Background: an optimization exercise with open tools, aiming at small area. Do not read the settings as production practice. The RTL was checked by simulation tests, not by an equivalence proof against the original design. In run 4 the design's own scripts or RTL, not TritonCTS, make the clock network. No driver is modelled on the clock port, so clock power and skew are understated where the tree is cut down; a real chip needs a root buffer or a tree. Power and IR drop assume default switching activity.

**flow/config.mk**
```make
export PLATFORM = sky130hd
export DESIGN_NAME = DigitalWatch
export DESIGN_NICKNAME = DigitalWatch
export VERILOG_FILES = /design/flow/design.v
export SDC_FILE = /design/flow/constraint.sdc
export NUM_CORES = 4
export LEC_CHECK = 0
export ABC_AREA = 1
export CAP_MARGIN = 20
export CORE_MARGIN = 2
export CORE_UTILIZATION = 40
export SLEW_MARGIN = 20
```
**flow/constraint.sdc**
```tcl
create_clock -name core_clock -period 40.0 [get_ports {clk}]
set_input_delay 8.0000 -clock core_clock [delete_from_list [all_inputs] [get_ports {clk}]]
set_output_delay 8.0000 -clock core_clock [all_outputs]
set_load 0.01 [all_outputs]
```
**flow/design.v**
```verilog
module debounce_module (
	input clk,
	input rst,
	input pin,
	output reg out
);
reg f1, f2;
reg [5:0] k;
reg dir;
wire h2l = f2 & ~f1;
wire l2h = ~f2 & f1;
wire idle = (k == 6'd0);
wire fin = (k == 6'b110000);
always @(posedge clk) begin
	if (rst) begin
		f1 <= 1'b0;
		f2 <= 1'b0;
		out <= 1'b0;
	end
	else begin
		f1 <= pin;
		f2 <= f1;
		if (fin)
			out <= dir;
	end
	if (rst | fin)
		k <= 6'd0;
	else
		k <= {k[4:0], (k[5] ^ k[4]) | (idle & (h2l | l2h))};
	if (idle)
		dir <= h2l;
end
endmodule
module debounce_module2 (
	input clk,
	input rst,
	input key,
	output reg key_out
);
reg [14:0] cnt;
wire state = ~key | (key_out & (cnt != 15'b100000111111101));
always @(posedge clk) begin
	if (rst) begin
		key_out <= 1'b0;
		cnt <= 15'd0;
	end
	else begin
		key_out <= state;
		cnt <= state ? {cnt[13:0], cnt[14] ^ cnt[13] ^ (cnt[13:0] == 14'd0)} : 15'd0;
	end
end
endmodule
module week_calc (
	input [4:0] Day,
	input [3:0] Mon,
	input [6:0] Year,
	output [2:0] Week
);
reg [2:0] t2;
always @(*)
	case ({Mon, Year[1:0]})
		6'd0: t2 = 3'd0;
		6'd1: t2 = 3'd0;
		6'd2: t2 = 3'd0;
		6'd3: t2 = 3'd0;
		6'd4: t2 = 3'd5;
		6'd5: t2 = 3'd6;
		6'd6: t2 = 3'd6;
		6'd7: t2 = 3'd6;
		6'd8: t2 = 3'd1;
		6'd9: t2 = 3'd2;
		6'd10: t2 = 3'd2;
		6'd11: t2 = 3'd2;
		6'd12: t2 = 3'd2;
		6'd13: t2 = 3'd2;
		6'd14: t2 = 3'd2;
		6'd15: t2 = 3'd2;
		6'd16: t2 = 3'd5;
		6'd17: t2 = 3'd5;
		6'd18: t2 = 3'd5;
		6'd19: t2 = 3'd5;
		6'd20: t2 = 3'd0;
		6'd21: t2 = 3'd0;
		6'd22: t2 = 3'd0;
		6'd23: t2 = 3'd0;
		6'd24: t2 = 3'd3;
		6'd25: t2 = 3'd3;
		6'd26: t2 = 3'd3;
		6'd27: t2 = 3'd3;
		6'd28: t2 = 3'd5;
		6'd29: t2 = 3'd5;
		6'd30: t2 = 3'd5;
		6'd31: t2 = 3'd5;
		6'd32: t2 = 3'd1;
		6'd33: t2 = 3'd1;
		6'd34: t2 = 3'd1;
		6'd35: t2 = 3'd1;
		6'd36: t2 = 3'd4;
		6'd37: t2 = 3'd4;
		6'd38: t2 = 3'd4;
		6'd39: t2 = 3'd4;
		6'd40: t2 = 3'd6;
		6'd41: t2 = 3'd6;
		6'd42: t2 = 3'd6;
		6'd43: t2 = 3'd6;
		6'd44: t2 = 3'd2;
		6'd45: t2 = 3'd2;
		6'd46: t2 = 3'd2;
		6'd47: t2 = 3'd2;
		6'd48: t2 = 3'd4;
		6'd49: t2 = 3'd4;
		6'd50: t2 = 3'd4;
		6'd51: t2 = 3'd4;
		6'd52: t2 = 3'd0;
		6'd53: t2 = 3'd0;
		6'd54: t2 = 3'd0;
		6'd55: t2 = 3'd0;
		6'd56: t2 = 3'd0;
		6'd57: t2 = 3'd0;
		6'd58: t2 = 3'd0;
		6'd59: t2 = 3'd0;
		6'd60: t2 = 3'd0;
		6'd61: t2 = 3'd0;
		6'd62: t2 = 3'd0;
		6'd63: t2 = 3'd0;
		default: t2 = 3'd0;
	endcase
wire s0, k0;
assign {k0, s0} = Day[0] + Day[3] + Year[0];
wire s1, k1;
assign {k1, s1} = Year[2] + Year[3] + Year[5];
wire s2, k2;
assign {k2, s2} = Day[1] + Day[4] + Year[1];
wire s3, k3;
assign {k3, s3} = Year[3] + Year[4] + Year[6];
wire s4, k4;
assign {k4, s4} = Day[2] + Year[2] + Year[4];
wire s5, k5;
assign {k5, s5} = s0 + s1 + Year[6];
wire s6, k6;
assign {k6, s6} = k0 + k1 + s2;
wire s7, k7;
assign {k7, s7} = k2 + k3 + s4;
wire s8, k8;
assign {k8, s8} = s5 + t2[0] + k4;
wire s9, k9;
assign {k9, s9} = k5 + s6 + s3;
wire s10, k10;
assign {k10, s10} = k6 + s7 + Year[5];
wire s11, k11;
assign {k11, s11} = s8 + k7 + k10;
wire s12, k12;
assign {k12, s12} = k8 + s9 + t2[1];
wire s13, k13;
assign {k13, s13} = k9 + s10 + t2[2];
wire [3:0] u = {k12,k11,s11} + {s13,s12,k13};
wire [2:0] r = u[2:0] + u[3];
assign Week = (r == 3'd0) ? 3'd7 : r;
endmodule
module time_next (
	input tick,             
	input adv,              
	input Mode,
	input [2:0] Edit,
	input Button1,
	input Button2,
	input [5:0] Sec,
	input [5:0] Min,
	input [4:0] Hr,
	input [4:0] Day,
	input [3:0] Mon,
	input [6:0] Year,
	output [5:0] sec_n,
	output [5:0] min_n,
	output [4:0] hr_n,
	output [4:0] day_n,
	output [3:0] mon_n,
	output [6:0] year_n
);
wire setm = tick & Mode;
wire sel0 = setm & (Edit == 3'd0);
wire sel1 = setm & (Edit == 3'd1);
wire sel2 = setm & (Edit == 3'd2);
wire sel3 = setm & (Edit == 3'd3);
wire sel4 = setm & (Edit == 3'd4);
wire sel5 = setm & (Edit == 3'd5);
wire s59 = (Sec == 6'd59);
wire c_m = adv & s59;
assign sec_n = (sel0 & (Button1 | Button2)) ? 6'd0 :
                   adv ? (s59 ? 6'd0 : Sec + 1'b1) : Sec;
wire m59 = (Min == 6'd59);
wire c_h = c_m & m59;
wire [6:0] m_sum = Min + c_m + (sel1 & Button1);
assign min_n = (sel1 & Button2) ? 6'd0 :
                   (m_sum >= 7'd60) ? {5'd0, m_sum[0]} : m_sum[5:0];
wire h23 = (Hr == 5'd23);
wire c_d = c_h & h23;
wire [5:0] h_sum = Hr + c_h + (sel2 & Button1);
assign hr_n = (sel2 & Button2) ? 5'd0 :
                  (h_sum >= 6'd24) ? {4'd0, h_sum[0]} : h_sum[4:0];
reg [4:0] ml1;  
always @(*)
	case (Mon)
		4'd2: ml1 = (Year[1:0] == 2'd0) ? 5'd28 : 5'd27;
		4'd4, 4'd6, 4'd9, 4'd11: ml1 = 5'd29;
		default: ml1 = 5'd30;
	endcase
wire d_end  = (Day > ml1);        
wire d_end1 = (Day >= ml1);       
wire d_inc  = sel3 & Button1;
wire [1:0] d_n = c_d + d_inc;
wire [5:0] d_sum = Day + d_n;
wire c_mo = c_d & d_end;
assign day_n = (sel3 & Button2) ? 5'd1 :
                   (d_n != 2'd0 && d_end) ? {3'd0, d_n} :
                   (d_n == 2'd2 && d_end1) ? 5'd1 : d_sum[4:0];
wire mo12 = (Mon == 4'd12);
wire c_y = c_mo & mo12;
wire [4:0] mo_sum = Mon + c_mo + (sel4 & Button1);
assign mon_n = (sel4 & Button2) ? 4'd1 :
                   (mo_sum > 5'd12) ? mo_sum[3:0] - 4'd12 : mo_sum[3:0];
wire y99 = (Year == 7'd99);
wire y_up = sel5 & Button1 & ~Button2;
wire y_dn = sel5 & Button2 & ~Button1;
wire [6:0] y_delta = y_dn ? ((c_y & ~y99) ? 7'd0 : (c_y ? 7'd1 : 7'h7f)) : {5'd0, c_y & y_up, c_y ^ y_up};
wire [6:0] y_sum = Year + y_delta;
assign year_n = (y_sum == 7'h7f) ? 7'd0 :
                    (y_sum >= 7'd100) ? {6'd0, y_sum[0]} : y_sum;
endmodule
module DigitalWatch (
	input clk,     
	input wire rst,  
	input wire Button0_IN,
	input wire Button1_IN,
	input wire Button2_IN,
	input wire Button3_IN,
	output wire [7:0]Row_Scan_Sig,
	output wire [5:0]Column_Scan_Sig,
	output [3:0] Week
);
wire Button0, Button1, Button2, Button3;
debounce_module  db0 (.clk(clk), .rst(rst), .pin(Button0_IN), .out(Button0));
debounce_module  db3 (.clk(clk), .rst(rst), .pin(Button3_IN), .out(Button3));
debounce_module2 db1 (.clk(clk), .rst(rst), .key(Button1_IN), .key_out(Button1));
debounce_module2 db2 (.clk(clk), .rst(rst), .key(Button2_IN), .key_out(Button2));
reg Mode;
reg Button0_d;
reg SetB3_d;
reg [2:0] Edit;
wire SetB3 = Mode & Button3;
always @(posedge clk) begin
	if (rst) begin
		Button0_d <= 1'b0;
		Mode <= 1'b0;
		SetB3_d <= 1'b0;
		Edit <= 3'd0;
	end
	else begin
		Button0_d <= Button0;
		if (Button0 && !Button0_d)
			Mode <= ~Mode;
		SetB3_d <= SetB3;
		if (Mode & Button0)
			Edit <= 3'd0;
		else if (SetB3 & ~SetB3_d)
			Edit <= (Edit == 3'd5) ? 3'd0 : Edit + 1'b1;
	end
end
reg [14:0] Div;
wire tick = (Div[13:0] == 14'b11111110000000);
wire adv  = tick & Div[14];
always @(posedge clk) begin
	if (rst)
		Div <= 15'b000011100000001;
	else
		Div <= {Div[13:0], Div[14] ^ Div[13] ^ (Div[13:0] == 14'd0)};
end
reg [5:0] Sec;
reg [5:0] Min;
reg [4:0] Hr;
reg [4:0] Day;
reg [3:0] Mon;
reg [6:0] Year;
wire [5:0] sec_n;
wire [5:0] min_n;
wire [4:0] hr_n;
wire [4:0] day_n;
wire [3:0] mon_n;
wire [6:0] year_n;
time_next tn0 (
	.tick(tick), .adv(adv), .Mode(Mode), .Edit(Edit),
	.Button1(Button1), .Button2(Button2),
	.Sec(Sec), .Min(Min), .Hr(Hr), .Day(Day), .Mon(Mon), .Year(Year),
	.sec_n(sec_n), .min_n(min_n), .hr_n(hr_n), .day_n(day_n), .mon_n(mon_n), .year_n(year_n)
);
always @(posedge clk) begin
	if (rst) begin
		Sec  <= 6'd0;
		Min  <= 6'd0;
		Hr   <= 5'd0;
		Day  <= 5'd1;
		Mon  <= 4'd1;
		Year <= 7'd0;
	end
	else begin
		Sec  <= sec_n;
		Min  <= min_n;
		Hr   <= hr_n;
		Day  <= day_n;
		Mon  <= mon_n;
		Year <= year_n;
	end
end
wire [2:0] wd;
week_calc wk0 (.Day(Day), .Mon(Mon), .Year(Year), .Week(wd));
assign Week = {1'b0, wd};
wire ShowDate = Mode ? (Edit >= 3'd3) : Button3;
wire [1:0] Field = (Edit >= 3'd3) ? Edit - 3'd3 : Edit[1:0];
reg [13:0] BlinkCnt;
reg rblink;
wire bwrap = (BlinkCnt == 14'd10800);
always @(posedge clk) begin
	if (rst | (Mode & bwrap))
		BlinkCnt <= 14'd0;
	else
		BlinkCnt <= BlinkCnt + Mode;
	if (rst)
		rblink <= 1'b0;
	else if (Mode & bwrap)
		rblink <= ~rblink;
end
reg [5:0] Scan;
wire scan_take = (Scan == 6'b101001);
wire scan_show = (Scan == 6'b100111);
always @(posedge clk) begin
	if (rst)
		Scan <= 6'b000111;
	else
		Scan <= {Scan[4:3], Scan[2] & ~scan_show, Scan[1:0], Scan[5] ^ Scan[4]};
end
reg [2:0] Digit;     
reg [3:0] NextBCD;   
reg [3:0] ShowBCD;   
wire [2:0] NextDigit = (Digit[2] & Digit[0]) ? 3'd0 : Digit + 1'b1;
always @(posedge clk) begin
	if (rst)
		Digit <= 3'd7;
	else if (scan_show)
		Digit <= NextDigit;
end
reg [6:0] val;
always @(*) begin
	case ({ShowDate, NextDigit[2:1]})
		3'b000: val = {1'b0, Sec};
		3'b001: val = {1'b0, Min};
		3'b010: val = {2'b0, Hr};
		3'b100: val = {2'b0, Day};
		3'b101: val = {3'b0, Mon};
		3'b110: val = Year;
		default: val = 7'd0;
	endcase
end
wire [3:0] tens = val / 10;
wire [3:0] ones = val % 10;
always @(posedge clk) begin
	if (scan_take)
		NextBCD <= NextDigit[0] ? ones : tens;
	if (scan_show)
		ShowBCD <= NextBCD;
end
reg [6:0] seg;
always @(*) begin
	case (ShowBCD)
		4'd0: seg = 7'b100_0000;
		4'd1: seg = 7'b111_1001;
		4'd2: seg = 7'b010_0100;
		4'd3: seg = 7'b011_0000;
		4'd4: seg = 7'b001_1001;
		4'd5: seg = 7'b001_0010;
		4'd6: seg = 7'b000_0010;
		4'd7: seg = 7'b111_1000;
		4'd8: seg = 7'b000_0000;
		4'd9: seg = 7'b001_0000;
		default: seg = 7'b111_1111;
	endcase
end
wire blank = (Digit == 3'd7) | (rblink & Mode & (Digit[2:1] == Field));
assign Row_Scan_Sig = {1'b1, blank ? 7'h7f : seg};
assign Column_Scan_Sig = ~(6'b1 << Digit);
endmodule
```
**flow/run.sh**
```bash
#!/bin/bash
# synth_recipe.tcl (not shown) runs the flow's synth.tcl, then flattens the netlist and writes it again
# the make line also repeats each setting of config.mk as NAME=value (left out here)
make -C /OpenROAD-flow-scripts/flow DESIGN_CONFIG=/design/flow/config.mk WORK_HOME=/design/flow/orfs CLKGATE_MAP_FILE= SYNTH_SCRIPT=/design/flow/synth_recipe.tcl finish
```
==> results of run 1 <==
-- through the flow --
stage	hold WS (ps)	setup WS [ps]
after global routing	450	26970
after floorplan	403	28300
after CTS	426	27230
final	423	27260
after global placement	414	27720
after detailed placement	415	27680
-- registers in the layout, summed over array words and instances (netlist names), 5 cells and up --
name,flops
seg,7
Sec,6
Hr,5
Div,15
db0.k,6
Year,7
Day,5
BlinkCnt,14
Scan,6
db3.k,6
db2.cnt,15
Min,6
db1.cnt,15
-- kinds of logic (layout without fill, tap and decap cells) --
family,Yosys count,count (layout),share of synthesized area [%]
AO/OA/AOI/OAI,111,111,8.18
adder cells (fa/ha/maj),78,78,13.6
XOR/XNOR,28,28,2.97
buffers and inverters,229,272,10.7
flip-flops,145,145,36.4
AND/OR/NAND/NOR,478,478,28.0
other,2,2,0.0910
-- layer usage --
layer	wire, um	vias to the layer above	GRT usage, %	share of wire [%]
met5	0	-	0	0
met4	172	0	4.71	1.1
li1	-	3466	-	-
met2	7190	54	25.3	46
met1	7840	2942	20.1	50
met3	334	15	2.59	2.1
-- worst paths after layout --
kind	end	slack (ps)
min	Div[6]	420
max	Week[0]	27260
max reg2reg	Year[1]	34720
min reg2reg	Div[6]	420
-- power breakdown --
| group | total (mW) | switching, mW | internal (mW) |
|---|---|---|---|
| clock network | 0.151 | 0.0617 | 0.0896 |
| registers | 0.150 | 0.00151 | 0.149 |
| logic | 0.0103 | 0.00661 | 0.00367 |
-- tightest hold or removal path, cell delays in order (launching register included) --
cell and delay, ps:
sky130_fd_sc_hd__dfxtp_1 310, sky130_fd_sc_hd__inv_1 50, sky130_fd_sc_hd__nor2_1 30
-- final cells by class --
type                            instances  area share [%]
Inverter                              217            8.80
Clock inverter                         11            1.09
Tap cell                              270            3.63
Clock buffer                           21            4.96
Sequential cell                       145            32.2
Timing Repair Buffer                   23            2.42
Multi-Input combinational cell        697            46.9
-- layout by cell type (no fill, tap or decap), types with 23 or more instances in the layout --
cell type                 netlist  final
sky130_fd_sc_hd__ha_1          58     58
sky130_fd_sc_hd__o21ai_0       42     42
sky130_fd_sc_hd__inv_1        209    209
sky130_fd_sc_hd__xor2_1        23     23
sky130_fd_sc_hd__nand2_1      147    147
sky130_fd_sc_hd__nand4_1       34     34
sky130_fd_sc_hd__a21oi_1       35     35
sky130_fd_sc_hd__nor2_1       143    143
sky130_fd_sc_hd__nand3_1       64     64
sky130_fd_sc_hd__dfxtp_1      135    135
==> summary.txt, run 1 <==
- The worst-case IR drop observed on VDD is about 0.000028 V.
* Wire length of the first global-routing pass: around 28000 um
* Share of Yosys cell area claimed by the top area cell type: about a third
- The final route contains roughly 6500 vias.
- Placement Cell Area: a little under 9000 um2
- For this run, the number of standard cells in the final layout without fillers is between 1000 and 1500.
- Among all stages on the critical path, the largest delay is contributed by sky130_fd_sc_hd__fa_1.
- The first detailed-routing pass took 5 iterations.
* Pin count of the biggest net entering global routing: 31
- Final period util: 31.8%
- Category of the worst setup path capture point: output pin
- After detailed routing, the number of remaining DRC violations is 0.
* Average wire per standard cell: approximately 11 um
- Clock latency reported for the late side of the worst-skew pair: 420 ps
* Io pins: 24
- CTS resizes: 0
- Number of hold violations in the final report: 0
- Power density relative to cell area: around 33 nW/um2
* Maximum level of the CTS H-tree: 4
- Worst slew slack as a fraction of its limit: between 30% and 40%
- Kind of start point of the critical path: register
* Post-synthesis cell type with the largest combined area: sky130_fd_sc_hd__dfxtp_1
- Vias in the first global route: about 6200
- A synthesized cell averages ~7.7 um2.
* Required time at the worst-slack endpoint: about 32000 ps
- The run finished with no timing, DRC or antenna violations.
* Fraction of the core area covered by cells at the end of the flow: 46.0%
* Final critical-path required period: ~13000 ps
- Buffers inserted to repair hold after CTS numbered 0.
- When the netlist entered floorplanning its net count stood at 1155.
* Share of layout cells above drive strength 1: 8.35%
- Die area: between 20000 and 25000 um2
- The detail route stage leaves a number of antenna-violating nets equal to 0.
- Worst Setup Path Type: register to output pin
- The final layout contains 1185 nets.
- Unrepaired setup endpoints after global routing: no
- On the final layout, the worst clock skew is 9.63 ps.
* ANT cells: 0
- Min-Delay Startpoint: Div[5]
- Max-cap violations in this run came to 0.
- In the synthesized netlist the async set-or-reset flop fraction comes to 0%.
- For this run, the slowest stage of the critical path takes 560 ps.
- The core region is 20200 um2.
- With fillers left out, the area of the finished cells amounts to 9310 um2.
- Dividing the detail-routed via count by the number of cells gives ~4.7.
* Clk root buf: sky130_fd_sc_hd__clkbuf_16
* Fillcell total: ~2000
* Cell-by-cell trace of the critical path: fa_1 > inv_1 > fa_1 > inv_1 > fa_1 > fa_1 > ha_1 > a21oi_1 > nand2_1 > ha_1 > ha_1 > xor2_1 > nand3_1 > nand2_1 > clkdlybuf4s50_1
* Area contributors post-synth: sky130_fd_sc_hd__dfxtp_1 (33%), sky130_fd_sc_hd__inv_1 (9.5%), sky130_fd_sc_hd__ha_1 (8.8%)
* Post CTS Setup Buffer Count: 0
- After layout, the design draws a total of 312 uW.
- Count of buffer and inverter cells on the critical path: 3
- Delay-heaviest family, CP: adder cells
- Among the stages of the critical path, the cell type that occurs most often is sky130_fd_sc_hd__fa_1.
- Worst hold path type: register to register
- After clock tree synthesis, the clock-pin slew on the worst setup and hold paths is approximately 60 ps.
- Die extent in x: roughly 150 um
- At the end of routability-driven placement, the weighted congestion stood at 0.843.
* Num CTS Buffers: 17
- After synthesis the netlist holds a flip-flop and latch count of around 150.
- Wires add up to ~16000 um.
- Row cnt: 52
- Area growth from synthesis to layout: 12.8%
- In this run, the number of DRC markers left after iteration 0 of detailed routing was 293.
- Starting Density: between 40 and 50%
* Seq/Total Area, Yosys: 36.4%
- After synthesis, the most frequently instantiated cells are sky130_fd_sc_hd__inv_1 (209), sky130_fd_sc_hd__nand2_1 (147), sky130_fd_sc_hd__nor2_1 (143).
- Tot GR Track Use: 15.1%
- In the synthesized netlist, the number of instances is 1071.
- Worst-path fanout max: 7
- The netlist uses 54 different library cells.
- The number of slew-limit violations in the final report was 0.
* Levels on crit path: 15
- Slew @ Worst Pin: 966 ps
* # port buffers: 21
- Standby leakage power: approximately 4.2 nW
* Count of synthesis-stage warnings from yosys: 5
- For this design, the sink count on the clock tree is approximately 150.
- Timing would allow up to between 70 and 80 MHz.
* HPWL after DPL: ~12000 um
- The number of antenna violations at the first check in global routing came to 0.
- Overflow left after global routing: 0
- Startpoint of the worst setup timing path: Day[2]
* Worst r2r path cells: 31
* Combined flip-flop and latch cell area: about 3000 um2
- The most common cell in the synthesized netlist is sky130_fd_sc_hd__inv_1.
- Among all flip-flop cells after synthesis, the most frequent one is sky130_fd_sc_hd__dfxtp_1.
* Finish-stage setup viols: 0
- Multi-input combinational cell area: 4370 um2
- Total instance count after detailed placement: between 1000 and 1500
* Cell depth of the worst min-delay path: 2
* Clock tree from TritonCTS: yes
- Arrival @ worst endpoint: about 4700 ps
- In this run the cell area of the synthesized design comes to 8260 um2.
- Adding up every negative setup slack in the final design gives 0 ps.
* Critical register-to-register path startpoint: Div[1]
* Clk buf depth: 2
* Post-synth EDFFs: 10
* Overall die height: 148 um
==> run 2: changes to the inputs <==
==> flow/flow/run.sh (new file) <==
#!/bin/bash
# Layout flow: the standard flow (standard.sh) with
#  - synth_area.tcl: the standard synthesis, but ABC maps for area (area.abc)
#    and adders are not extracted into adder cells;
#  - a clock tree of clkbuf_8 buffers without dummy loads;
#  - buf_1 cells as the port buffers.
# The make run's full output goes to standard.log in the work folder; the
# tools' own logs stay under orfs/logs.
set -euo pipefail
W=$PWD
CTS="-sink_clustering_enable -sink_clustering_size 50 -sink_clustering_max_diameter 500 -sink_clustering_levels 1 -dont_use_dummy_load -buf_list {sky130_fd_sc_hd__clkbuf_8}"
bash standard.sh SYNTH_SCRIPT="$W/flow/synth_area.tcl" CTS_ARGS="$CTS" \
  BUFFER_PORTS_ARGS="-buffer_cell sky130_fd_sc_hd__buf_1" finish > "$W/standard.log" 2>&1
==> flow/flow/area.abc (new file) <==
strash
&get -n
&deepsyn -I 4 -J 50
&put
dch -f
amap
topo
==> flow/flow/synth_area.tcl (new file) <==
# Area-oriented synthesis: the standard ORFS synthesis (synth_recipe.tcl's
# steps, without Yosys's fsm and share passes), except that full/half adders
# are left to ABC instead of being extracted into adder cells, and ABC maps
# with the area-recovery script in area.abc.
set ::area_abc [file join [file dirname [file normalize [info script]]] area.abc]
proc synth {args} { yosys synth -nofsm -noshare {*}$args }
proc extract_fa {args} { }
proc abc {args} {
  set i [lsearch -exact $args -script]
  if { $i >= 0 } {
    set args [lreplace $args [expr {$i + 1}] [expr {$i + 1}] $::area_abc]
  }
  yosys abc {*}$args
}
source $::env(SCRIPTS_DIR)/synth.tcl
# left out here: clear keep_hierarchy, flatten, clean up, hide names made inside functions, write 1_2_yosys.v
==> flow/standard.sh (new file) <==
#!/bin/bash
# synth_recipe.tcl (not shown) runs the flow's synth.tcl, then flattens the netlist and writes it again
# the make line also repeats each setting of config.mk as NAME=value (left out here)
make -C /OpenROAD-flow-scripts/flow DESIGN_CONFIG=/design/flow/config.mk WORK_HOME=/design/flow/orfs CLKGATE_MAP_FILE= SYNTH_SCRIPT=/design/flow/synth_recipe.tcl "${@:-finish}"
--- a/flow/config.mk
+++ b/flow/config.mk
@@ -8,5 +8,6 @@
 export ABC_AREA = 1
 export CAP_MARGIN = 20
 export CORE_MARGIN = 2
-export CORE_UTILIZATION = 40
+export CORE_UTILIZATION = 75
+export PLACE_DENSITY = 0.85
 export SLEW_MARGIN = 20
removed: flow/run.sh
==> run 2 against run 1 <==
Effect of this change: still clean on timing, DRC and antenna; final area decreased by 26%; worst hold slack about the same; count of clock-buffer cells in the layout fell by 4; power decreased by 22%; sequential power hardly changed; worst setup slack improved by 240 ps; sequential share of layout area grew 11 points; first-iteration DRC count increased by 63%; critical path depth is 10 higher; combinational power decreased by 9%; fmax increased by 2.0%; non-clock buffer count rose by 3; critical path type unchanged; critical endpoint unchanged.
==> summary.txt, run 2 <==
- The flow ran to the end and the layout has no timing, DRC or antenna violations.
* Starting Density: between 70 and 80%
- For the final database, setup skew stands at about 34 ps.
* Worst-path fanout max: 7
* Post-route cell area: ~6900 um2
- Cell area after synthesis: 6450 um2
* Final period util: a little under a third
- The congestion estimate from routability-driven global placement came to slightly below 1.
* Synth cell types: 42
- The library cells used most frequently in the layout, excluding fill and tap cells, are sky130_fd_sc_hd__nor2_1 (160), sky130_fd_sc_hd__dfxtp_1 (135), sky130_fd_sc_hd__clkinv_1 (111), sky130_fd_sc_hd__nand2_1 (60), sky130_fd_sc_hd__o21ai_0 (57).
- Worst hold slack: ~420 ps
- Arrival @ worst endpoint: approximately 4500 ps
* Vias/cell: roughly 6.2
* Main flop type after synthesis: sky130_fd_sc_hd__dfxtp_1
- The largest registers in the layout are Div x15, db1.cnt x15, db2.cnt x15.
- From bottom edge to top edge, the die measures roughly 97 um.
- After detailed placement, the total cell area comes to 6680 um2.
* Slowest cell delay on critical path: roughly 440 ps
- Fraction of the core area covered by cells at the end of the flow: 83.8%
- Pin count of the biggest net entering global routing: 28
* Clk buf depth: 2
* Max Cap Viol: 0
- Data on the critical path is required at its endpoint by roughly 32000 ps.
- Detailed router's first-iteration violation count: about 480
- Asr flop ratio synth: 0%
- # port buffers: 21
- TritonCTS built the clock tree.
* Crit-path most repeated cell: sky130_fd_sc_hd__nand2_1
* Initial antenna violation count: 0
- Wires add up to 15100 um.
- The worst-case IR drop observed on VDD is between 0.00004 and 0.00005 V.
- Yosys instantiated no cell more often than sky130_fd_sc_hd__nor2_1.
* Die area: 9360 um2
- Sinks on the clock net: 145
- By count the netlist is led by sky130_fd_sc_hd__nor2_1 (160), sky130_fd_sc_hd__dfxtp_1 (135), sky130_fd_sc_hd__clkinv_1 (111).
- Of all cell types, the one taking the most synthesized area is sky130_fd_sc_hd__dfxtp_1.
* Category of the worst setup path capture point: output pin
- Timing would allow up to between 80 and 90 MHz.
- Tot GR Track Use: approximately 33%
- Worst Setup Path Type: register to output pin
- Worst hold path type: register to register
- Wire length of the first global-routing pass: 25600 um
* Kind of start point of the critical path: register
- Seq/Total Area, Yosys: 46.6%
- Power density relative to cell area: roughly 35 nW/um2
- The number of slew-limit violations in the final report came to 0.
* Finish-stage setup viols: 0
* Row cnt: 33
- Maximum level of the CTS H-tree: 4
* Synthesized instance count: roughly 840
- The number of antenna diodes in the final layout is 0.
* Routed Antenna Nets: 0
- The tree is rooted in a sky130_fd_sc_hd__clkbuf_8.
- Total DRC errors in the routed layout: 0
- After synthesis the netlist holds a flip-flop and latch count of around 150.
* Post CTS Setup Buffer Count: 0
- 24 I/O pins were placed.
- Standby leakage power: 2.40 nW
- Final TNS setup: 0 ps
- Overflow left after global routing: 0
- Setup slack on the worst reg-to-reg path comes out at approximately 33000 ps.
* Clock transition time at the flip-flop clock pins of the worst setup and hold paths: about 90 ps
- For this run, the post-layout net count is 888.
- The clock reaches the later pin of the worst-skew pair after 460 ps.
- Cell with the largest stage delay on the worst path: sky130_fd_sc_hd__dfxtp_1
- Slew @ Worst Pin: about 960 ps
* Number of search-and-repair iterations in the first detailed-routing pass: 6
* Standard cell core area: 8260 um2
- After detailed routing, the average wire length per cell comes to 15.3 um.
* Num CTS Buffers: 17
- Subtracting the final worst setup slack from the clock period gives between 10000 and 15000 ps.
* Area contributors post-synth: sky130_fd_sc_hd__dfxtp_1 (42%), sky130_fd_sc_hd__nor2_1 (9.3%), sky130_fd_sc_hd__clkinv_1 (6.5%)
- Share of layout cells above drive strength 1: about 2.5%
- Net count after synthesis: 845
* Count of synthesis-stage warnings from yosys: 5
- HPWL after DPL: 10700 um
- Worst slew slack as a fraction of its limit: approximately a third
* Number of hold violations in the final report: 0
* Most common library cell in the layout ignoring fill and taps: sky130_fd_sc_hd__nor2_1
- Number of buffers inserted by hold repair at cts: 0
- Unrepaired setup endpoints after global routing: no
- Share of Yosys cell area claimed by the top area cell type: a little over two fifths
- Total via count after detailed routing: approximately 6000
- The floorplan step set the die width to 96.7 um.
* Vias in the first global route: 5793
* Mean instance size in the synthesized netlist: around 7.7 um2
- Area growth from synthesis to layout: 7.26%
- Counting flops with a built-in enable in the synthesized netlist gives 10.
- In this run, post-CTS repair resized a total of 0 instances.
==> run 2: cell types whose count changed after synthesis, sizes merged, moves of 25 or more <==
cell    previous run  this run
inv              215         0
clkinv             2       111
nand4             34         9
nand2            169        60
ha                58         0
nand3             76        16
nor2b              0        30
o22ai              1        36
==> run 2: power breakdown <==
group | leakage (nW) | switching [mW] | internal (mW)
Clock | 0.122 | 0.0478 | 0.0375
Combinational | 1.09 | 0.00627 | 0.00310
Sequential | 1.19 | 0.00155 | 0.148
==> run 2: final timing paths <==
| kind | endpoint | cells past startpoint | from |
|---|---|---|---|
| worst min register to register | Div[5] | 2 | Div[4] |
| worst min-delay path | Div[5] | 2 | Div[4] |
| worst max-delay path | Week[0] | 25 | Year[5] |
| worst max register to register | Year[6] | 29 | Div[0] |
==> run 2: cell type report <==
class | instances | area, um2
fill | 525 | 1340
inverter | 111 | 417
sequential | 145 | 3000
multi-input combinational | 581 | 3020
tap | 105 | 131
timing repair buffer | 26 | 116
clock buffer | 17 | 234
==> run 2: kinds of logic after synthesis <==
family | Yosys count | share of synthesized area [%]
AND/OR/NAND/NOR | 370 | 26.6
XOR/XNOR | 1 | 0.136
other | 2 | 0.116
AO/OA/AOI/OAI | 208 | 19.9
flip-flops | 145 | 46.6
buffers and inverters | 113 | 6.69
==> run 2: stage by stage <==
stage	total power [mW]	instances	worst slack [ps]
after global placement	0.161	968	28420
final	0.245	985	27500
after CTS	0.244	985	27680
after detailed placement	0.162	968	28120
after floorplan	0.159	839	28710
after global routing	0.251	985	26910
==> run 2: per-layer routing <==
layer  up-vias  track usage, %  routed length (um)
li1       2978               -                   -
met1      2851            38.4                6070
met2       254            58.9                7600
met3        57            7.37                 923
met4         0            11.8                 493
met5         -               0                   0
==> run 2: worst max-delay path, delay by kind of cell, from the launching register on <==
kind	cells	cell delay [ps]
compound gates	11	1670
flops	1	440
buf+inv	2	360
simple gates	12	1610
==> run 3: changes to the inputs <==
--- a/flow/design.v
+++ b/flow/design.v
@@ -56,6 +56,7 @@
 	input [6:0] Year,
 	output [2:0] Week
 );
+wire [6:0] ny = ~Year;
 reg [2:0] t2;
 always @(*)
 	case ({Mon, Year[1:0]})
@@ -63,54 +64,54 @@
 		6'd1: t2 = 3'd0;
 		6'd2: t2 = 3'd0;
 		6'd3: t2 = 3'd0;
-		6'd4: t2 = 3'd5;
-		6'd5: t2 = 3'd6;
-		6'd6: t2 = 3'd6;
-		6'd7: t2 = 3'd6;
-		6'd8: t2 = 3'd1;
-		6'd9: t2 = 3'd2;
-		6'd10: t2 = 3'd2;
-		6'd11: t2 = 3'd2;
-		6'd12: t2 = 3'd2;
-		6'd13: t2 = 3'd2;
-		6'd14: t2 = 3'd2;
-		6'd15: t2 = 3'd2;
-		6'd16: t2 = 3'd5;
-		6'd17: t2 = 3'd5;
-		6'd18: t2 = 3'd5;
-		6'd19: t2 = 3'd5;
-		6'd20: t2 = 3'd0;
-		6'd21: t2 = 3'd0;
-		6'd22: t2 = 3'd0;
-		6'd23: t2 = 3'd0;
-		6'd24: t2 = 3'd3;
-		6'd25: t2 = 3'd3;
-		6'd26: t2 = 3'd3;
-		6'd27: t2 = 3'd3;
-		6'd28: t2 = 3'd5;
-		6'd29: t2 = 3'd5;
-		6'd30: t2 = 3'd5;
-		6'd31: t2 = 3'd5;
-		6'd32: t2 = 3'd1;
-		6'd33: t2 = 3'd1;
-		6'd34: t2 = 3'd1;
-		6'd35: t2 = 3'd1;
-		6'd36: t2 = 3'd4;
-		6'd37: t2 = 3'd4;
-		6'd38: t2 = 3'd4;
-		6'd39: t2 = 3'd4;
-		6'd40: t2 = 3'd6;
-		6'd41: t2 = 3'd6;
-		6'd42: t2 = 3'd6;
-		6'd43: t2 = 3'd6;
-		6'd44: t2 = 3'd2;
-		6'd45: t2 = 3'd2;
-		6'd46: t2 = 3'd2;
-		6'd47: t2 = 3'd2;
-		6'd48: t2 = 3'd4;
-		6'd49: t2 = 3'd4;
-		6'd50: t2 = 3'd4;
-		6'd51: t2 = 3'd4;
+		6'd4: t2 = 3'd6;
+		6'd5: t2 = 3'd0;
+		6'd6: t2 = 3'd0;
+		6'd7: t2 = 3'd0;
+		6'd8: t2 = 3'd2;
+		6'd9: t2 = 3'd3;
+		6'd10: t2 = 3'd3;
+		6'd11: t2 = 3'd3;
+		6'd12: t2 = 3'd3;
+		6'd13: t2 = 3'd3;
+		6'd14: t2 = 3'd3;
+		6'd15: t2 = 3'd3;
+		6'd16: t2 = 3'd6;
+		6'd17: t2 = 3'd6;
+		6'd18: t2 = 3'd6;
+		6'd19: t2 = 3'd6;
+		6'd20: t2 = 3'd1;
+		6'd21: t2 = 3'd1;
+		6'd22: t2 = 3'd1;
+		6'd23: t2 = 3'd1;
+		6'd24: t2 = 3'd4;
+		6'd25: t2 = 3'd4;
+		6'd26: t2 = 3'd4;
+		6'd27: t2 = 3'd4;
+		6'd28: t2 = 3'd6;
+		6'd29: t2 = 3'd6;
+		6'd30: t2 = 3'd6;
+		6'd31: t2 = 3'd6;
+		6'd32: t2 = 3'd2;
+		6'd33: t2 = 3'd2;
+		6'd34: t2 = 3'd2;
+		6'd35: t2 = 3'd2;
+		6'd36: t2 = 3'd5;
+		6'd37: t2 = 3'd5;
+		6'd38: t2 = 3'd5;
+		6'd39: t2 = 3'd5;
+		6'd40: t2 = 3'd0;
+		6'd41: t2 = 3'd0;
+		6'd42: t2 = 3'd0;
+		6'd43: t2 = 3'd0;
+		6'd44: t2 = 3'd3;
+		6'd45: t2 = 3'd3;
+		6'd46: t2 = 3'd3;
+		6'd47: t2 = 3'd3;
+		6'd48: t2 = 3'd5;
+		6'd49: t2 = 3'd5;
+		6'd50: t2 = 3'd5;
+		6'd51: t2 = 3'd5;
 		6'd52: t2 = 3'd0;
 		6'd53: t2 = 3'd0;
 		6'd54: t2 = 3'd0;
@@ -128,34 +129,94 @@
 wire s0, k0;
 assign {k0, s0} = Day[0] + Day[3] + Year[0];
 wire s1, k1;
-assign {k1, s1} = Year[2] + Year[3] + Year[5];
+assign {k1, s1} = Day[1] + Day[4] + Year[1];
 wire s2, k2;
-assign {k2, s2} = Day[1] + Day[4] + Year[1];
+assign {k2, s2} = ny[2] + ny[5] + t2[1];
 wire s3, k3;
-assign {k3, s3} = Year[3] + Year[4] + Year[6];
+assign {k3, s3} = Day[2] + ny[3] + ny[6];
 wire s4, k4;
-assign {k4, s4} = Day[2] + Year[2] + Year[4];
+assign {k4, s4} = s0 + ny[4] + t2[0];
 wire s5, k5;
-assign {k5, s5} = s0 + s1 + Year[6];
+assign {k5, s5} = k0 + s1 + s2;
 wire s6, k6;
-assign {k6, s6} = k0 + k1 + s2;
+assign {k6, s6} = k1 + k2 + s3;
 wire s7, k7;
-assign {k7, s7} = k2 + k3 + s4;
+assign {k7, s7} = s4 + k3 + k6;
 wire s8, k8;
-assign {k8, s8} = s5 + t2[0] + k4;
+assign {k8, s8} = k5 + s6 + t2[2];
 wire s9, k9;
-assign {k9, s9} = k5 + s6 + s3;
-wire s10, k10;
-assign {k10, s10} = k6 + s7 + Year[5];
-wire s11, k11;
-assign {k11, s11} = s8 + k7 + k10;
-wire s12, k12;
-assign {k12, s12} = k8 + s9 + t2[1];
-wire s13, k13;
-assign {k13, s13} = k9 + s10 + t2[2];
-wire [3:0] u = {k12,k11,s11} + {s13,s12,k13};
-wire [2:0] r = u[2:0] + u[3];
-assign Week = (r == 3'd0) ? 3'd7 : r;
+assign {k9, s9} = k7 + k4 + s5;
+wire [2:0] ra = {k9,s9,s7};
+wire [2:0] rb = {s8,1'b0,k8};
+reg [2:0] w;
+always @(*)
+	case ({ra, rb})
+		6'd0: w = 3'd7;
+		6'd1: w = 3'd1;
+		6'd2: w = 3'd2;
+		6'd3: w = 3'd3;
+		6'd4: w = 3'd4;
+		6'd5: w = 3'd5;
+		6'd6: w = 3'd6;
+		6'd7: w = 3'd7;
+		6'd8: w = 3'd1;
+		6'd9: w = 3'd2;
+		6'd10: w = 3'd3;
+		6'd11: w = 3'd4;
+		6'd12: w = 3'd5;
+		6'd13: w = 3'd6;
+		6'd14: w = 3'd7;
+		6'd15: w = 3'd1;
+		6'd16: w = 3'd2;
+		6'd17: w = 3'd3;
+		6'd18: w = 3'd4;
+		6'd19: w = 3'd5;
+		6'd20: w = 3'd6;
+		6'd21: w = 3'd7;
+		6'd22: w = 3'd1;
+		6'd23: w = 3'd2;
+		6'd24: w = 3'd3;
+		6'd25: w = 3'd4;
+		6'd26: w = 3'd5;
+		6'd27: w = 3'd6;
+		6'd28: w = 3'd7;
+		6'd29: w = 3'd1;
+		6'd30: w = 3'd2;
+		6'd31: w = 3'd3;
+		6'd32: w = 3'd4;
+		6'd33: w = 3'd5;
+		6'd34: w = 3'd6;
+		6'd35: w = 3'd7;
+		6'd36: w = 3'd1;
+		6'd37: w = 3'd2;
+		6'd38: w = 3'd3;
+		6'd39: w = 3'd4;
+		6'd40: w = 3'd5;
+		6'd41: w = 3'd6;
+		6'd42: w = 3'd7;
+		6'd43: w = 3'd1;
+		6'd44: w = 3'd2;
+		6'd45: w = 3'd3;
+		6'd46: w = 3'd4;
+		6'd47: w = 3'd5;
+		6'd48: w = 3'd6;
+		6'd49: w = 3'd7;
+		6'd50: w = 3'd1;
+		6'd51: w = 3'd2;
+		6'd52: w = 3'd3;
+		6'd53: w = 3'd4;
+		6'd54: w = 3'd5;
+		6'd55: w = 3'd6;
+		6'd56: w = 3'd7;
+		6'd57: w = 3'd1;
+		6'd58: w = 3'd2;
+		6'd59: w = 3'd3;
+		6'd60: w = 3'd4;
+		6'd61: w = 3'd5;
+		6'd62: w = 3'd6;
+		6'd63: w = 3'd7;
+	endcase
+assign Week = w;
 endmodule
 module time_next (
 	input tick,             
@@ -243,29 +304,29 @@
 debounce_module  db3 (.clk(clk), .rst(rst), .pin(Button3_IN), .out(Button3));
 debounce_module2 db1 (.clk(clk), .rst(rst), .key(Button1_IN), .key_out(Button1));
 debounce_module2 db2 (.clk(clk), .rst(rst), .key(Button2_IN), .key_out(Button2));
-reg Mode;
+reg [2:0] Sel;
 reg Button0_d;
 reg SetB3_d;
-reg [2:0] Edit;
+wire Mode = (Sel[1:0] != 2'b11);
 wire SetB3 = Mode & Button3;
 always @(posedge clk) begin
 	if (rst) begin
 		Button0_d <= 1'b0;
-		Mode <= 1'b0;
 		SetB3_d <= 1'b0;
-		Edit <= 3'd0;
+		Sel <= 3'b011;
 	end
 	else begin
 		Button0_d <= Button0;
-		if (Button0 && !Button0_d)
-			Mode <= ~Mode;
 		SetB3_d <= SetB3;
-		if (Mode & Button0)
-			Edit <= 3'd0;
+		if (Button0 && !Button0_d)
+			Sel <= Mode ? 3'b011 : 3'b000;
+		else if (Mode & Button0)
+			Sel <= 3'b000;
 		else if (SetB3 & ~SetB3_d)
-			Edit <= (Edit == 3'd5) ? 3'd0 : Edit + 1'b1;
+			Sel <= (Sel[1:0] == 2'd2) ? {~Sel[2], 2'd0} : {Sel[2], Sel[1:0] + 2'd1};
 	end
 end
+wire [2:0] Edit = Sel[2] ? {1'b0, Sel[1:0]} + 3'd3 : {1'b0, Sel[1:0]};
 reg [14:0] Div;
 wire tick = (Div[13:0] == 14'b11111110000000);
 wire adv  = tick & Div[14];
@@ -314,8 +375,8 @@
 wire [2:0] wd;
 week_calc wk0 (.Day(Day), .Mon(Mon), .Year(Year), .Week(wd));
 assign Week = {1'b0, wd};
-wire ShowDate = Mode ? (Edit >= 3'd3) : Button3;
-wire [1:0] Field = (Edit >= 3'd3) ? Edit - 3'd3 : Edit[1:0];
+wire ShowDate = Mode ? Sel[2] : Button3;
+wire [1:0] Field = Sel[1:0];
 reg [13:0] BlinkCnt;
 reg rblink;
 wire bwrap = (BlinkCnt == 14'd10800);
==> run 3 against run 2 <==
Effect of this change: still clean on timing, DRC and antenna; worst hold slack worse by 22 ps; non-clock buffer count down 1; power decreased by 1.5%; critical endpoint unchanged; largest cell class is now sequential cells; highest routed layer unchanged.
==> summary.txt, run 3 <==
- Arrival @ worst endpoint: 3990 ps
- Across the VDD grid, the largest voltage drop is 0.0000283 V.
* Vias in the first global route: 5356
- Synthesis produced a netlist with a net count of just over 800.
* Area contributors post-synth: sky130_fd_sc_hd__dfxtp_1 (43%), sky130_fd_sc_hd__nor2_1 (9.7%), sky130_fd_sc_hd__clkinv_1 (6.8%)
* Combined flip-flop and latch cell area: around 3000 um2
* Total wire length: between 10000 and 15000 um
- Most used cells in the layout excluding fill and tap cells: sky130_fd_sc_hd__nor2_1 (163), sky130_fd_sc_hd__dfxtp_1 (134), sky130_fd_sc_hd__clkinv_1 (114), sky130_fd_sc_hd__nand2_1 (65), sky130_fd_sc_hd__o21ai_0 (53)
* Part of the total power dissipated in combinational logic: under 10%
- Mean instance size in the synthesized netlist: ~7.7 um2
* ANT cells: 0
- The final critical path takes up between 20 and 30% of the cycle.
- The number of clock buffers added by TritonCTS is 17.
- The floorplan step defined a core boundary enclosing around 8200 um2.
- Run status: no timing/DRC/antenna violations
* Die extent in x: around 96 um
- Final TNS setup: 0 ps
- Internal Power: approximately 190 uW
- Seq/Total Area, Yosys: between 40 and 50%
- Cell-by-cell trace of the critical path: nor2_1 > clkinv_1 > nor3_1 > nor2_1 > o31ai_1 > nand2_1 > o21ai_0 > nand2_1 > o21ai_0 > nand2_1 > o21a_1 > o21ai_0 > nor2_1 > a21oi_1 > nor2_1 > a21oi_1 > nand2_1 > o22ai_1 > clkinv_1 > o221ai_1 > buf_1
- Slew @ Worst Pin: around 830 ps
* Synth cell types: between 40 and 50
- Die area: about 9000 um2
* Commonest cells in the netlist: sky130_fd_sc_hd__nor2_1 (163), sky130_fd_sc_hd__dfxtp_1 (134), sky130_fd_sc_hd__clkinv_1 (114)
- Number of hold violations in the final report: 0
* Vias/cell: roughly 6.0
- Post-synth EDFFs: 10
- Share of layout cells above drive strength 1: roughly 2.4%
- Number of buffers inserted by hold repair at cts: 0
* Slowest cell delay on critical path: between 300 and 400 ps
- Before antenna repair, the detailed router went through 5 iterations.
* Asr flop ratio synth: 0%
- Worst-path fanout max: 5
- Net switching power: between 50 and 60 uW
* Starting Density: between 70 and 80%
- The setup path with the least slack is of type register to output pin.
- The tightest min-delay check is of the register to register type.
- Post-synthesis cell type with the largest combined area: sky130_fd_sc_hd__dfxtp_1
- The number of buffers and inverters on the critical path is 3.
- By instance count, the leading cell after synthesis is sky130_fd_sc_hd__nor2_1.
* Most common library cell in the layout ignoring fill and taps: sky130_fd_sc_hd__nor2_1
- From synthesis to final layout, the design area changed by 7.28%.
- The worst setup path is captured at an output pin.
- On the final layout, the worst clock skew is about 35 ps.
- Switching share of power: 21.9%
- Once placement finished, the instance area stood at ~6500 um2.
- Layout net count: between 800 and 900
- Final number of max-transition violations: 0
* Maximum level of the CTS H-tree: 4
- Worst hold slack: around 400 ps
* Cell with the largest stage delay on the worst path: sky130_fd_sc_hd__dfxtp_1
* Overflow left after global routing: 0
- Average wire per standard cell: 14.6 um
- Global routing used around 32% of the available tracks across all layers.
- Across the run, the number of max-cap violations was 0.
- Cell area after synthesis: ~6300 um2
- Routed Antenna Nets: 0
- Fillcell total: between 500 and 600
- Finish-stage setup viols: 0
* Initial antenna violation count: 0
- Synthesized instance count: roughly 820
* Kind of start point of the critical path: register
* Clk root buf: sky130_fd_sc_hd__clkbuf_8
- # port buffers: 21
- Main flop type after synthesis: sky130_fd_sc_hd__dfxtp_1
- Delay-heaviest family, CP: compound AO/OA/AOI/OAI gates
- The floorplan has 33 rows.
- Once detailed placement completed, the half-perimeter wirelength came to around 10000 um.
- Largest registers: Div x15, db1.cnt x15, db2.cnt x15
- At the end of the flow the core is filled with cells to 82.8%.
* Clock network power share: 34.0%
- Io pins: 24
* Clock transition time at the flip-flop clock pins of the worst setup and hold paths: 90 ps
- Clock tree from TritonCTS: yes
- Clk buf depth: 2
* Wire length of the first global-routing pass: 23100 um
- With fillers left out, the area of the finished cells amounts to 6770 um2.
- Sinks on the clock net: 144
- The worst pin sits at a relative slew slack of between 40% and 50%.
- Routability-driven placement finished with a final weighted congestion of 0.948.
* Share of Yosys cell area claimed by the top area cell type: between 40% and 50%
- Final critical-path required period: around 12000 ps
- Setup repair after global routing left no endpoint under its margin.
- Count of synthesis-stage warnings from yosys: 5
- Number of synthesized register bits: between 100 and 150
- Total DRC errors in the routed layout: 0
- Summing internal, switching and leakage power gives 241 uW.
* Reg power frac: between 60% and 70%
- Post CTS Setup Buffer Count: 0
- Dividing total power by cell area gives a power density of about 36 nW/um2.
* Overall die height: between 90 and 100 um
- Timing-limited maximum frequency: 83.4 MHz
- Detailed router's first-iteration violation count: 374
- Required time at the worst-slack endpoint: 32000 ps
* Pin count of the biggest net entering global routing: between 40 and 50
- Clock latency reported for the late side of the worst-skew pair: roughly 450 ps
- Standby leakage power: ~2.3 nW
* Total via count after detailed routing: 5848
* Multi-input combinational cell area: about 2900 um2
* CTS resizes: 0
==> run 3: worst paths after layout <==
kind,from,end,slack (ps),depth (start not counted)
min reg2reg,Div[6],Div[7],400,2
max,Mon[2],Week[0],28010,21
max reg2reg,Div[5],Year[5],34340,26
min,Div[6],Div[7],400,2
==> run 3: logic make-up after synthesis <==
logic type	count (synthesis)	share of synthesized area [%]
simple gates	379	27.4
compound gates	181	18.2
flops	144	47.3
buf+inv	116	7.02
other cells	2	0.119
==> run 3: layer usage <==
metal | track usage, % | part of all wire, %
met1 | 39.0 | 42
met2 | 55.8 | 49
met3 | 7.20 | 6.7
met4 | 13.9 | 2.2
met5 | 0 | 0
==> run 3: per-stage QoR <==
stage	std cells	worst slack, ps
2_1_floorplan	822	29160
3_3_place_gp	950	28910
3_5_place_dp	950	28580
4_1_cts	967	28140
5_1_grt	967	27530
6_report	967	28010
==> run 3: cell type report <==
cell class / count / share of cell area [%]
flip-flops and latches: 144 / 44.1
multi-input cells: 562 / 42.6
inverters: 114 / 6.32
clock buffers: 17 / 3.46
well taps: 105 / 1.94
repair buffers: 25 / 1.61
==> run 3: power groups by stage <==
| stage | logic, mW | registers (mW) | clock network, mW |
|---|---|---|---|
| final | 0.00967 | 0.149 | 0.0820 |
| after global routing | 0.0107 | 0.150 | 0.0886 |
| after CTS | 0.00951 | 0.149 | 0.0823 |
| after detailed placement | 0.00937 | 0.152 | 0 |
| after global placement | 0.00867 | 0.152 | 0 |
| after floorplan | 0.00647 | 0.152 | 0 |
==> run 3: worst register-to-register path: cells and delay by family (launching register included) <==
kind	cells	cell delay (ps)
simple gates	19	3720
compound gates	4	1160
flops	1	310
buf+inv	3	310
==> run 4: changes to the inputs <==
--- a/flow/design.v
+++ b/flow/design.v
@@ -5,7 +5,9 @@
 	output reg out
 );
 reg f1, f2;
-reg [5:0] k;
+localparam [5:0] K_POL = 6'b101010;  
+reg [5:0] ks;
+wire [5:0] k = ks ^ K_POL;
 reg dir;
 wire h2l = f2 & ~f1;
 wire l2h = ~f2 & f1;
@@ -24,9 +26,9 @@
 			out <= dir;
 	end
 	if (rst | fin)
-		k <= 6'd0;
+		ks <= K_POL;
 	else
-		k <= {k[4:0], (k[5] ^ k[4]) | (idle & (h2l | l2h))};
+		ks <= {k[4:0], (k[5] ^ k[4]) | (idle & (h2l | l2h))} ^ K_POL;
 	if (idle)
 		dir <= h2l;
 end
@@ -37,17 +39,14 @@
 	input key,
 	output reg key_out
 );
-reg [14:0] cnt;
+localparam [14:0] CNT_POL = 15'b010101010101010;
+reg [14:0] cs;
+wire [14:0] cnt = cs ^ CNT_POL;
 wire state = ~key | (key_out & (cnt != 15'b100000111111101));
+wire run = state & ~rst;
 always @(posedge clk) begin
-	if (rst) begin
-		key_out <= 1'b0;
-		cnt <= 15'd0;
-	end
-	else begin
-		key_out <= state;
-		cnt <= state ? {cnt[13:0], cnt[14] ^ cnt[13] ^ (cnt[13:0] == 14'd0)} : 15'd0;
-	end
+	key_out <= run;
+	cs <= (run ? {cnt[13:0], cnt[14] ^ cnt[13] ^ (cnt[13:0] == 14'd0)} : 15'd0) ^ CNT_POL;
 end
 endmodule
 module week_calc (
@@ -327,21 +326,29 @@
 	end
 end
 wire [2:0] Edit = Sel[2] ? {1'b0, Sel[1:0]} + 3'd3 : {1'b0, Sel[1:0]};
-reg [14:0] Div;
+localparam [14:0] DIV_POL = 15'b010101010101010;
+reg [14:0] DivS;
+wire [14:0] Div = DivS ^ DIV_POL;
 wire tick = (Div[13:0] == 14'b11111110000000);
 wire adv  = tick & Div[14];
 always @(posedge clk) begin
 	if (rst)
-		Div <= 15'b000011100000001;
+		DivS <= 15'b000011100000001 ^ DIV_POL;
 	else
-		Div <= {Div[13:0], Div[14] ^ Div[13] ^ (Div[13:0] == 14'd0)};
+		DivS <= {Div[13:0], Div[14] ^ Div[13] ^ (Div[13:0] == 14'd0)} ^ DIV_POL;
 end
-reg [5:0] Sec;
-reg [5:0] Min;
-reg [4:0] Hr;
-reg [4:0] Day;
-reg [3:0] Mon;
-reg [6:0] Year;
+reg [5:0] SecN;
+reg [5:0] MinN;
+reg [4:0] HrN;
+reg [4:0] DayN;
+reg [3:0] MonN;
+reg [6:0] YearN;
+wire [5:0] Sec = ~SecN;
+wire [5:0] Min = ~MinN;
+wire [4:0] Hr = ~HrN;
+wire [4:0] Day = ~DayN;
+wire [3:0] Mon = ~MonN;
+wire [6:0] Year = ~YearN;
 wire [5:0] sec_n;
 wire [5:0] min_n;
 wire [4:0] hr_n;
@@ -356,20 +363,20 @@
 );
 always @(posedge clk) begin
 	if (rst) begin
-		Sec  <= 6'd0;
-		Min  <= 6'd0;
-		Hr   <= 5'd0;
-		Day  <= 5'd1;
-		Mon  <= 4'd1;
-		Year <= 7'd0;
+		SecN  <= ~6'd0;
+		MinN  <= ~6'd0;
+		HrN   <= ~5'd0;
+		DayN  <= ~5'd1;
+		MonN  <= ~4'd1;
+		YearN <= ~7'd0;
 	end
 	else begin
-		Sec  <= sec_n;
-		Min  <= min_n;
-		Hr   <= hr_n;
-		Day  <= day_n;
-		Mon  <= mon_n;
-		Year <= year_n;
+		SecN  <= ~sec_n;
+		MinN  <= ~min_n;
+		HrN   <= ~hr_n;
+		DayN  <= ~day_n;
+		MonN  <= ~mon_n;
+		YearN <= ~year_n;
 	end
 end
 wire [2:0] wd;
@@ -390,14 +397,16 @@
 	else if (Mode & bwrap)
 		rblink <= ~rblink;
 end
-reg [5:0] Scan;
+localparam [5:0] SCAN_POL = 6'b101010;  
+reg [5:0] ScanS;
+wire [5:0] Scan = ScanS ^ SCAN_POL;
 wire scan_take = (Scan == 6'b101001);
 wire scan_show = (Scan == 6'b100111);
 always @(posedge clk) begin
 	if (rst)
-		Scan <= 6'b000111;
+		ScanS <= 6'b000111 ^ SCAN_POL;
 	else
-		Scan <= {Scan[4:3], Scan[2] & ~scan_show, Scan[1:0], Scan[5] ^ Scan[4]};
+		ScanS <= {Scan[4:3], Scan[2] & ~scan_show, Scan[1:0], Scan[5] ^ Scan[4]} ^ SCAN_POL;
 end
 reg [2:0] Digit;     
 reg [3:0] NextBCD;   
==> flow/flow/run.sh (replaced) <==
#!/bin/bash
# Layout flow: the standard flow (standard.sh) with
#  - synth_area.tcl: the standard synthesis, but ABC maps for area (area.abc)
#    and adders are not extracted into adder cells;
#  - pre_cts.tcl: a two-level clock tree (1 + 6 buffers) in place of
#    TritonCTS's H-tree;
#  - buf_1 cells as the port buffers.
# The make run's full output goes to standard.log in the work folder; the
# tools' own logs stay under orfs/logs.
set -euo pipefail
W=$PWD
bash standard.sh SYNTH_SCRIPT="$W/flow/synth_area.tcl" PRE_CTS_TCL="$W/flow/pre_cts.tcl" \
  BUFFER_PORTS_ARGS="-buffer_cell sky130_fd_sc_hd__buf_1" finish > "$W/standard.log" 2>&1
==> flow/flow/pre_cts.tcl (new file) <==
# Clock distribution (PRE_CTS_TCL hook of ORFS's cts.tcl): the flip-flops
# are split by position into 6 groups of equal size (recursive halving along
# the longer side); each group is driven by one clkbuf_16 placed at its
# centre, and the clock port drives one clkbuf_8 that drives those six.
# This replaces TritonCTS's H-tree, which for this small design builds 17
# buffers. Every flip-flop is two buffers from the clock port.
set ngrp 6
set bufm sky130_fd_sc_hd__clkbuf_16
set rootm sky130_fd_sc_hd__clkbuf_8
set block [ord::get_db_block]
set clknet [$block findNet clk]
set pts {}
foreach it [$clknet getITerms] {
  if { [$it isInputSignal] } {
    set b [[$it getInst] getBBox]
    lappend pts [list $it [expr {([$b xMin] + [$b xMax]) / 2}] [expr {([$b yMin] + [$b yMax]) / 2}]]
  }
}
proc split_groups {pts n} {
  if {$n <= 1} { return [list $pts] }
  set xs [lmap p $pts {lindex $p 1}]
  set ys [lmap p $pts {lindex $p 2}]
  set w [expr {[tcl::mathfunc::max {*}$xs] - [tcl::mathfunc::min {*}$xs]}]
  set h [expr {[tcl::mathfunc::max {*}$ys] - [tcl::mathfunc::min {*}$ys]}]
  set idx [expr {$w >= $h ? 1 : 2}]
  set s [lsort -integer -index $idx $pts]
  set n1 [expr {$n / 2}]
  set cut [expr {int(round([llength $s] * double($n1) / $n))}]
  return [concat [split_groups [lrange $s 0 [expr {$cut - 1}]] $n1] \
                 [split_groups [lrange $s $cut end] [expr {$n - $n1}]]]
}
set master [[ord::get_db] findMaster $bufm]
# the port drives one root buffer, at the centre of all flip-flops, that
# drives the groups' buffers
set rm [[ord::get_db] findMaster $rootm]
set root [odb::dbInst_create $block $rm "clkbuf_root"]
set srcnet [odb::dbNet_create $block "clknet_root"]
$srcnet setSigType CLOCK
[$root findITerm A] connect $clknet
[$root findITerm X] connect $srcnet
set sx 0; set sy 0
foreach p $pts { incr sx [lindex $p 1]; incr sy [lindex $p 2] }
$root setLocation [expr {$sx / [llength $pts]}] [expr {$sy / [llength $pts]}]
$root setPlacementStatus PLACED
set k 0
set sizes {}
foreach g [split_groups $pts $ngrp] {
  set inst [odb::dbInst_create $block $master "clkbuf_grp_$k"]
  set net [odb::dbNet_create $block "clknet_grp_$k"]
  $net setSigType CLOCK
  [$inst findITerm A] connect $srcnet
  [$inst findITerm X] connect $net
  set sx 0; set sy 0
  foreach p $g {
    set it [lindex $p 0]
    $it disconnect
    $it connect $net
    incr sx [lindex $p 1]; incr sy [lindex $p 2]
  }
  set m [llength $g]
  set x [expr {$sx / $m - [$master getWidth] / 2}]
  set y [expr {$sy / $m - [$master getHeight] / 2}]
  $inst setLocation $x $y
  $inst setPlacementStatus PLACED
  lappend sizes $m
  incr k
}
puts "pre_cts: [llength $pts] clock sinks in $k groups of $sizes, each driven by $bufm"
# The groups' buffers are the whole clock tree: clock_tree_synthesis, which
# cts.tcl calls next, only marks the clocks propagated.
rename clock_tree_synthesis ""
proc clock_tree_synthesis {args} {
  puts "clock_tree_synthesis: clock buffers already placed by pre_cts.tcl"
  set_propagated_clock [all_clocks]
}
==> run 4 against run 3 <==
Effect of this change: global-route usage fell by 1.8 points; cell count is 5.1% lower; synthesized cell count decreased by 4.5%.
==> summary.txt, run 4 <==
* Overall die height: 94.6 um
* Crit-path most repeated cell: sky130_fd_sc_hd__nor2_1
* Slowest cell delay on critical path: ~400 ps
- Synth cell types: 46
- Most common library cell in the layout ignoring fill and taps: sky130_fd_sc_hd__nor2_1
* Required time at the worst-slack endpoint: ~32000 ps
- Arrival @ worst endpoint: just over 4000 ps
- Asr flop ratio synth: 0%
* Cell with the largest stage delay on the worst path: sky130_fd_sc_hd__dfxtp_1
- Leaving out fill and tap cells, the most frequent cells in the layout are sky130_fd_sc_hd__nor2_1 (152), sky130_fd_sc_hd__dfxtp_1 (134), sky130_fd_sc_hd__nand2_1 (91), sky130_fd_sc_hd__clkinv_1 (80), sky130_fd_sc_hd__o21ai_0 (52).
* Hold Crit Endpoint: db1.cs[11]
* Grt met2 use: ~56%
- Number of buffers inserted by hold repair at cts: 0
- The placed instances occupy a cell area of between 6000 and 7000 um2.
- Clock transition time at the flip-flop clock pins of the worst setup and hold paths: 100 ps
* Share of Yosys cell area claimed by the top area cell type: 43.6%
- Tot GR Track Use: 30.6%
- The number of slew-limit violations in the final report is 0.
- Wire length of the first global-routing pass: 22600 um
- Final critical-path required period: 12040 ps
- Fillcell total: approximately 550
* Initial antenna violation count: 0
- Worst-path fanout max: 8
- Measured in cells, the most critical reg-to-reg path has a length of 28.
- In the routed layout, each cell is associated on average with a via count of ~6.2.
* Pin count of the biggest net entering global routing: 26
- Mean instance size in the synthesized netlist: just under 8 um2
- Share of layout cells above drive strength 1: under 10%
- In this run the cell area of the synthesized design comes to 6160 um2.
- Die extent in x: 94.6 um
- Layout net count: 821
- For this run, the leading register cell type out of synthesis is sky130_fd_sc_hd__dfxtp_1.
- Setup repair after global routing left no endpoint under its margin.
- Synthesized instance count: slightly below 800
- Post-CTS repair changed the size of 0 cells.
- Post-route cell area: roughly 6500 um2
- Number of synthesized register bits: between 100 and 150
- The first routing iteration left between 300 and 400 violations.
- Global routing consumed, on the met3 layer, under 10% of the routing resources.
* Total wire length: about 14000 um
- Before antenna repair, the detailed router went through 7 iterations.
- GR met1 Demand/Resource: 39.3%
- Post-synth EDFFs: 10
- In this run the worst hold path is classified as register to register.
- Static timing analysis puts the maximum clock frequency at just over 80 MHz.
- Final TNS setup: 0 ps
* Final period util: about 30%
* Area growth from synthesis to layout: 6.08%
* Largest registers: DivS x15, db1.cs x15, db2.cs x15
- Worst Setup Path Type: register to output pin
- The floorplan has 33 rows.
- Of the synthesized area, sequential elements account for 48.5%.
- At the end of routability-driven placement, the weighted congestion stood at between 0.9 and 1.
- Count of synthesis-stage warnings from yosys: 5
- The worst register-to-register path ends at YearN[4].
* Worst Clk Skew: 14.9 ps
- Standby leakage power: 2.30 nW
- Setup violations remaining at the end of the flow were counted as 0.
- Multi-input combinational cell area: roughly 2900 um2
- Worst slew slack as a fraction of its limit: 32.0%
- The clock reaches the later pin of the worst-skew pair after roughly 400 ps.
- The detail route stage leaves a number of antenna-violating nets equal to 0.
- The run finished with no timing, DRC or antenna violations.
- Sorting the synthesized cells by area gives the leading types as sky130_fd_sc_hd__dfxtp_1 (44%), sky130_fd_sc_hd__nor2_1 (9.3%), sky130_fd_sc_hd__nand2_1 (5.5%).
* Combined flip-flop and latch cell area: 2980 um2
- After detailed routing, the average wire length per cell comes to 15.0 um.
- The core region is around 8000 um2.
- Io pins: 24
- Power density relative to cell area: ~35 nW/um2
- Cell depth of the worst min-delay path: 1
* Number of hold violations in the final report: 0
- Post-synthesis cell type with the largest combined area: sky130_fd_sc_hd__dfxtp_1
- Top Usage Layer GRT: met2
* Setup slack of the most critical reg-to-reg path: approximately 34000 ps
- In this run the post-CTS setup repair buffer count came out at 0.
* Kind of start point of the critical path: register
* Cell with the most instances after synthesis: sky130_fd_sc_hd__nor2_1
- The signal on the critical path passes through clkinv_1 > nor2_1 > clkinv_1 > nor3_1 > a21oi_1 > o32a_1 > a21oi_1 > nor2_1 > a21oi_1 > nor2_1 > a21o_1 > nor2_1 > nor2_1 > nor2_1 > o21ai_0 > nor2b_1 > o22a_1 > buf_1.
- Starting Density: 76.1%
* Category of the worst setup path capture point: output pin
* Vias in the first global route: roughly 5200
* # port buffers: 21
- Overflow left after global routing: 0
- For the pin with the worst max-slew slack, the measured transition is about 1000 ps.
* Total via count after detailed routing: roughly 5700
* Max Cap Viol: 0
* Critical register-to-register path startpoint: DivS[6]
- The die covers between 8000 and 9000 um2.
* Worst voltage drop across the vdd grid: between 0.00005 and 0.00006 V
- The commonest cells after synthesis are sky130_fd_sc_hd__nor2_1 (152), sky130_fd_sc_hd__dfxtp_1 (134), sky130_fd_sc_hd__nand2_1 (91).
- Net count after synthesis: just under 800
- Summed over all nets, the half-perimeter wirelength after detailed placement is 10100 um.
- In the routed design, unresolved DRC markers number 0.
* ANT cells: 0
- Min-Delay Startpoint: db1.cs[10]
[run 4: cell types whose count changed after synthesis, moves of 4 or more]
cell                        before  now
sky130_fd_sc_hd__a2111oi_0       7    1
sky130_fd_sc_hd__a211oi_1       14    8
sky130_fd_sc_hd__clkinv_1      114   80
sky130_fd_sc_hd__nand2_1        65   91
sky130_fd_sc_hd__nand3_1        25   20
sky130_fd_sc_hd__nand4_1         9    0
sky130_fd_sc_hd__nand4b_1        0    5
sky130_fd_sc_hd__nor2_1        163  152
sky130_fd_sc_hd__nor2b_1        25   10
sky130_fd_sc_hd__or3_1           3    7
[run 4: layout make-up]
type                            instances  area share [%]
Sequential cell                       144            45.7
Inverter                               80            4.60
Tap cell                              105            2.01
Buffer                                  7            2.51
Timing Repair Buffer                   23            1.44
Multi-Input combinational cell        559            43.8
[run 4: power by group]
part / leakage, nW / switching, mW / internal, mW
clock network: 0.0811 / 0.0403 / 0.0292
logic: 1.04 / 0.00560 / 0.00275
registers: 1.19 / 0.00167 / 0.147
total: 2.30 / 0.0475 / 0.179
[run 4: cell families (layout without fill, tap and decap cells)]
family	after synthesis	in the layout	share of synthesized area, %
buffers and inverters	82	110	5.12
and+or+nand+nor	377	377	27.8
DFF	144	144	48.5
xor gates and xnor gates	1	1	0.142
AOI/OAI and AO/OA	179	179	18.3
other	2	2	0.122
[run 4: how the worst max path moves through the flow]
stage | to | startpoint | cells after the start | slack (ps)
floorplan | Week[0] | MonN[1] | 15 | 29260
global placement | Week[2] | MonN[1] | 18 | 29030
detailed placement | Week[2] | MonN[1] | 18 | 28620
CTS | Week[2] | MonN[1] | 18 | 28160
global route | Week[2] | MonN[1] | 18 | 27730
finish | Week[2] | MonN[1] | 18 | 27960
[run 4: through the flow]
stage	hold WS [ps]	worst slack (ps)	utilization (%)	total power [mW]	instances
final	383	27960	80.7	0.227	918
after floorplan	358	29260	-	0.158	785
after detailed placement	372	28620	78.7	0.161	911
after global placement	362	29030	78.7	0.160	911
after global routing	394	27730	80.7	0.234	918
after CTS	393	28160	80.7	0.228	918
[run 4: critical path, delay by kind of cell, from the launching register on]
kind,cells,cell delay (ps)
AOI/OAI and AO/OA,7,1260
buffers and inverters,3,500
DFF,1,400
and+or+nand+nor,8,1470
[run 4: layer usage]
layer / wire length [um] / part of all wire [%]
met5: 0 / 0
met4: 450 / 3.3
met3: 818 / 5.9
met2: 6860 / 50
met1: 5620 / 41

## re-timing with driven ports
Ports are ideal in the flow. The routed layouts listed here were re-timed in OpenROAD. Step 1: set_driving_cell puts a clkbuf_16 on clk and a buf_2 on each other input, an assumption about the parent block. Step 2 times the ports against the registers' clock, not the clock port: input delays grow and output delays shrink by t, the midpoint of the rising clock arrivals with the driver on. a / b / c = ideal ports / drivers / drivers and shift; a / b = the first two.
run	t, ns	slack for setup (ns)	worst setup path at the end	latest minus earliest clock arrival (ns)	worst slew at a driven data input, ns
run 1	0.454	27.261 / 27.219 / 27.673	register to output	0.010 / 0.010	0.03
run 2	0.474	27.505 / 27.468 / 27.942	register to output	0.038 / 0.038	0.05
run 3	0.469	28.015 / 27.980 / 28.449	register to output	0.036 / 0.035	0.03
run 4	0.418	27.958 / 27.929 / 28.347	register to output	0.015 / 0.015	0.03
After both steps every run listed still meets setup and hold.
